Source: an optimization exercise on an open RTL-to-GDS flow (aim: small area). Production flows keep margins and buffers that such runs may drop. Where RTL was checked, it was by simulation tests only, not by an equivalence proof against the original. The clock port is modelled as an ideal driver; clocking choices that lean on that would not hold on a real chip. Power is estimated from default activity; no workload was simulated.

==> 10-27 <==
## VectorAccumulate
module VectorAccumulate #(
    parameter vector_length = 7,
    parameter data_width = 16
) (
    input wire clk,
    input wire [vector_length*data_width-1: 0] vector_in,
    output wire [data_width+$clog2(vector_length)-1: 0] vector_sum
);
clock: 4.0 ns
lec_check: 0
cap_margin: 20
core_margin: 2
core_utilization: 40
slew_margin: 20
standard.sh (not shown) runs the stock make flow with config.mk's settings and CLKGATE_MAP_FILE= SYNTH_SCRIPT=/design/flow/synth_recipe.tcl, a recipe that flattens the netlist after the stock synthesis.
==> flow/flow/run.sh <==
#!/bin/bash
# The standard layout (standard.sh) with these changes to how it is made:
#  - Yosys's synth runs without its early "abc -fast" pass (-noabc), so that extract_fa
#    finds the design's full and half adders in their plain form and maps them to
#    fa/ha cells without inverters on their pins;
#  - the floorplan step skips its pre-placement timing repair (REMOVE_ABC_BUFFERS=1; the
#    netlist has no abc buffers to remove). That repair sees ideal clocks and no wires and
#    upsizes adders that the later, propagated-clock repairs after CTS and global routing
#    find they do not need;
#  - every input and output port still gets a buffer, but a buf_1 rather than the
#    delay-buffer cell buffer_ports picks by default;
#  - clock tree synthesis uses clkbuf_4 buffers and no dummy loads.
# standard.sh's make output goes to standard.log; ORFS writes each step's log under orfs/logs.
set -euo pipefail
export SYNTH_ARGS="-noabc"
export REMOVE_ABC_BUFFERS=1
export BUFFER_PORTS_ARGS="-buffer_cell sky130_fd_sc_hd__buf_1"
export CTS_ARGS="-sink_clustering_enable -repair_clock_nets -dont_use_dummy_load -buf_list sky130_fd_sc_hd__clkbuf_4 -root_buf sky130_fd_sc_hd__clkbuf_4"
bash standard.sh > standard.log 2>&1
==> 02-17 (differences from 10-27) <==
- CORE_UTILIZATION: 40 -> 60
- PLACE_DENSITY: not set -> 0.75
==> 01-26 (differences from 10-27) <==
--- a/flow/flow/run.sh
+++ b/flow/flow/run.sh
@@ -5,6 +5,2 @@
 #    fa/ha cells without inverters on their pins;
-#  - the floorplan step skips its pre-placement timing repair (REMOVE_ABC_BUFFERS=1; the
-#    netlist has no abc buffers to remove). That repair sees ideal clocks and no wires and
-#    upsizes adders that the later, propagated-clock repairs after CTS and global routing
-#    find they do not need;
 #  - every input and output port still gets a buffer, but a buf_1 rather than the
@@ -15,3 +11,2 @@
 export SYNTH_ARGS="-noabc"
-export REMOVE_ABC_BUFFERS=1
 export BUFFER_PORTS_ARGS="-buffer_cell sky130_fd_sc_hd__buf_1"
==> 04-21 (differences from 10-27) <==
--- a/flow/flow/run.sh
+++ b/flow/flow/run.sh
@@ -5,6 +5,2 @@
 #    fa/ha cells without inverters on their pins;
-#  - the floorplan step skips its pre-placement timing repair (REMOVE_ABC_BUFFERS=1; the
-#    netlist has no abc buffers to remove). That repair sees ideal clocks and no wires and
-#    upsizes adders that the later, propagated-clock repairs after CTS and global routing
-#    find they do not need;
 #  - every input and output port still gets a buffer, but a buf_1 rather than the
==> comparison table <==
quantity                                                                        01-26                    04-21                    02-17                    10-27
Combined global-route utilization of all metal layers                          12.41%                   12.27%                   18.99%                   12.27%
Shortest period the worst path allows                                        3.772 ns                 3.931 ns                 3.900 ns                 3.931 ns
Transition at the pin with the smallest max-transition slack                0.1900 ns                0.1956 ns                0.1963 ns                0.1956 ns
Routability cong.                                                              0.6975                   0.6764                   0.7638                   0.6764
Final worst-path setup slack                                                0.2284 ns               0.06863 ns                0.1000 ns               0.06863 ns
Status                                                        complete, no violations  complete, no violations  complete, no violations  complete, no violations
Count of inserted tapcells                                                        102                      102                       70                      102
Total die area                                                              8870 um^2                8870 um^2                6027 um^2                8870 um^2
Worst-Skew Late Latency                                                       0.38 ns                  0.39 ns                  0.36 ns                  0.39 ns
Part of the power in registers                                                  46.9%                    46.6%                    46.4%                    46.6%
Layout cells sized above 1                                                     10.42%                   6.840%                   8.143%                   6.840%
Highest attainable clock frequency                                         0.2651 GHz               0.2544 GHz               0.2564 GHz               0.2544 GHz
Worst-case clock skew                                                      0.03033 ns               0.02607 ns               0.02500 ns               0.02607 ns

==> job 3975: inputs <==
VectorAccumulate, a different RTL version from the one above (not shown whole).
Settings: LEC_CHECK=0, CAP_MARGIN=20, CORE_MARGIN=2, CORE_UTILIZATION=40, SLEW_MARGIN=20; clock period 4.0 ns.
==> flow/flow/run.sh <==
#!/bin/bash
# The standard layout (standard.sh) with these changes to how it is made:
#  - Yosys's synth runs without its early "abc -fast" pass (-noabc), so that extract_fa
#    finds the design's full and half adders in their plain form and maps them to
#    fa/ha cells without inverters on their pins;
#  - every input and output port still gets a buffer, but a buf_1 rather than the
#    delay-buffer cell buffer_ports picks by default;
#  - clock tree synthesis uses clkbuf_4 buffers and no dummy loads.
# standard.sh's make output goes to standard.log; ORFS writes each step's log under orfs/logs.
set -euo pipefail
export SYNTH_ARGS="-noabc"
export REMOVE_ABC_BUFFERS=1
export BUFFER_PORTS_ARGS="-buffer_cell sky130_fd_sc_hd__buf_1"
export CTS_ARGS="-sink_clustering_enable -repair_clock_nets -dont_use_dummy_load -buf_list sky130_fd_sc_hd__clkbuf_4 -root_buf sky130_fd_sc_hd__clkbuf_4"
bash standard.sh > standard.log 2>&1
==> job 903: changes against job 3975 <==
--- a/flow/flow/run.sh
+++ b/flow/flow/run.sh
@@ -4,4 +4,8 @@
 #    finds the design's full and half adders in their plain form and maps them to
 #    fa/ha cells without inverters on their pins;
+#  - the floorplan step skips its pre-placement timing repair (REMOVE_ABC_BUFFERS=1; the
+#    netlist has no abc buffers to remove). That repair sees ideal clocks and no wires and
+#    upsizes adders that the later, propagated-clock repairs after CTS and global routing
+#    find they do not need;
 #  - every input and output port still gets a buffer, but a buf_1 rather than the
 #    delay-buffer cell buffer_ports picks by default;
Settings changed: CORE_UTILIZATION 40 to 60, PLACE_DENSITY set to 0.75.
==> comparison table <==
	job 903	job 3975
Run status	failed layout checks	failed layout checks
Violated checks	negative setup slack	negative setup slack
Power attributed to the clock group	271 uW	281 uW
DPL Wire Length	4670 um	4530 um
Global routing met1 resource utilization	21.2%	13.4%
Area fraction of clock buffers and clock inverters	1.71%	1.70%
Vertical extent of the die	77.3 um	93.8 um
Placement-stage worst setup slack	-0.904 ns	-0.886 ns
Combinational cell power	924 uW	901 uW
Net Sw Power	736 uW	731 uW
Via count	1799	1722
Worst-case clock skew	0.0301 ns	0.0341 ns
Area grow syn2layout	22.6%	23.4%
Peak clock frequency supported by timing	244 MHz	249 MHz
Share of layout cells above drive strength 1	12.5%	11.2%
Maximum number of pins on one net before global-route repair	12	11
Global-route wire length before repair	8920 um	8340 um
Sequential portion of the cell area	31.9%	31.7%
Final period util	102%	100%
Area after detailed placement	3800 um^2	3840 um^2
Worst Hold Endpoint	r2[3]$_DFF_P_	r3[10]$_DFF_P_
Part of the total power dissipated in sequential elements	47.3%	47.5%
Cells after DPL	365	397
Function was not checked in any run of this note: the RTL went through the layout flow alone.

re-timing with driven ports:
The results above use ideal ports. As a check the final layouts listed here were re-extracted and re-timed, cells and wires unchanged. Step 1 sets driving cells, clkbuf_16 on the clock port and buf_2 on the other inputs (assumed; they add their load-dependent delay and slew). Step 2 moves the port delays by t, midway between the first and last clock arrival at a register: inputs arrive t later, outputs are due t later. That takes back most of the time a late clock gives input paths. Three values: ideal ports, drivers, drivers and shift; two values: the first two.
| run | t (ns) | slack for setup (ns) | worst setup path at the end | slew at the worst register clock pin (ns) |
|---|---|---|---|---|
| 10-27 | 0.395 | 0.069 / 0.070 / -0.325 | input to register | 0.10 / 0.10 |
| 02-17 | 0.373 | 0.100 / 0.103 / -0.271 | input to register | 0.09 / 0.09 |
| 01-26 | 0.392 | 0.228 / 0.231 / -0.162 | input to register | 0.09 / 0.09 |
| 04-21 | 0.395 | 0.069 / 0.070 / -0.325 | input to register | 0.10 / 0.10 |
| job 3975 | 0.393 | -0.014 / -0.022 / -0.415 | input to register | 0.10 / 0.10 |
| job 903 | 0.385 | -0.097 / -0.105 / -0.490 | input to register | 0.10 / 0.10 |
Met with ideal ports but missed after step 2: setup timing in 10-27, 02-17, 01-26 and 04-21. For job 3975, which loses most, drivers alone change the setup slack by -0.008 ns; drivers and shift together by -0.401 ns.
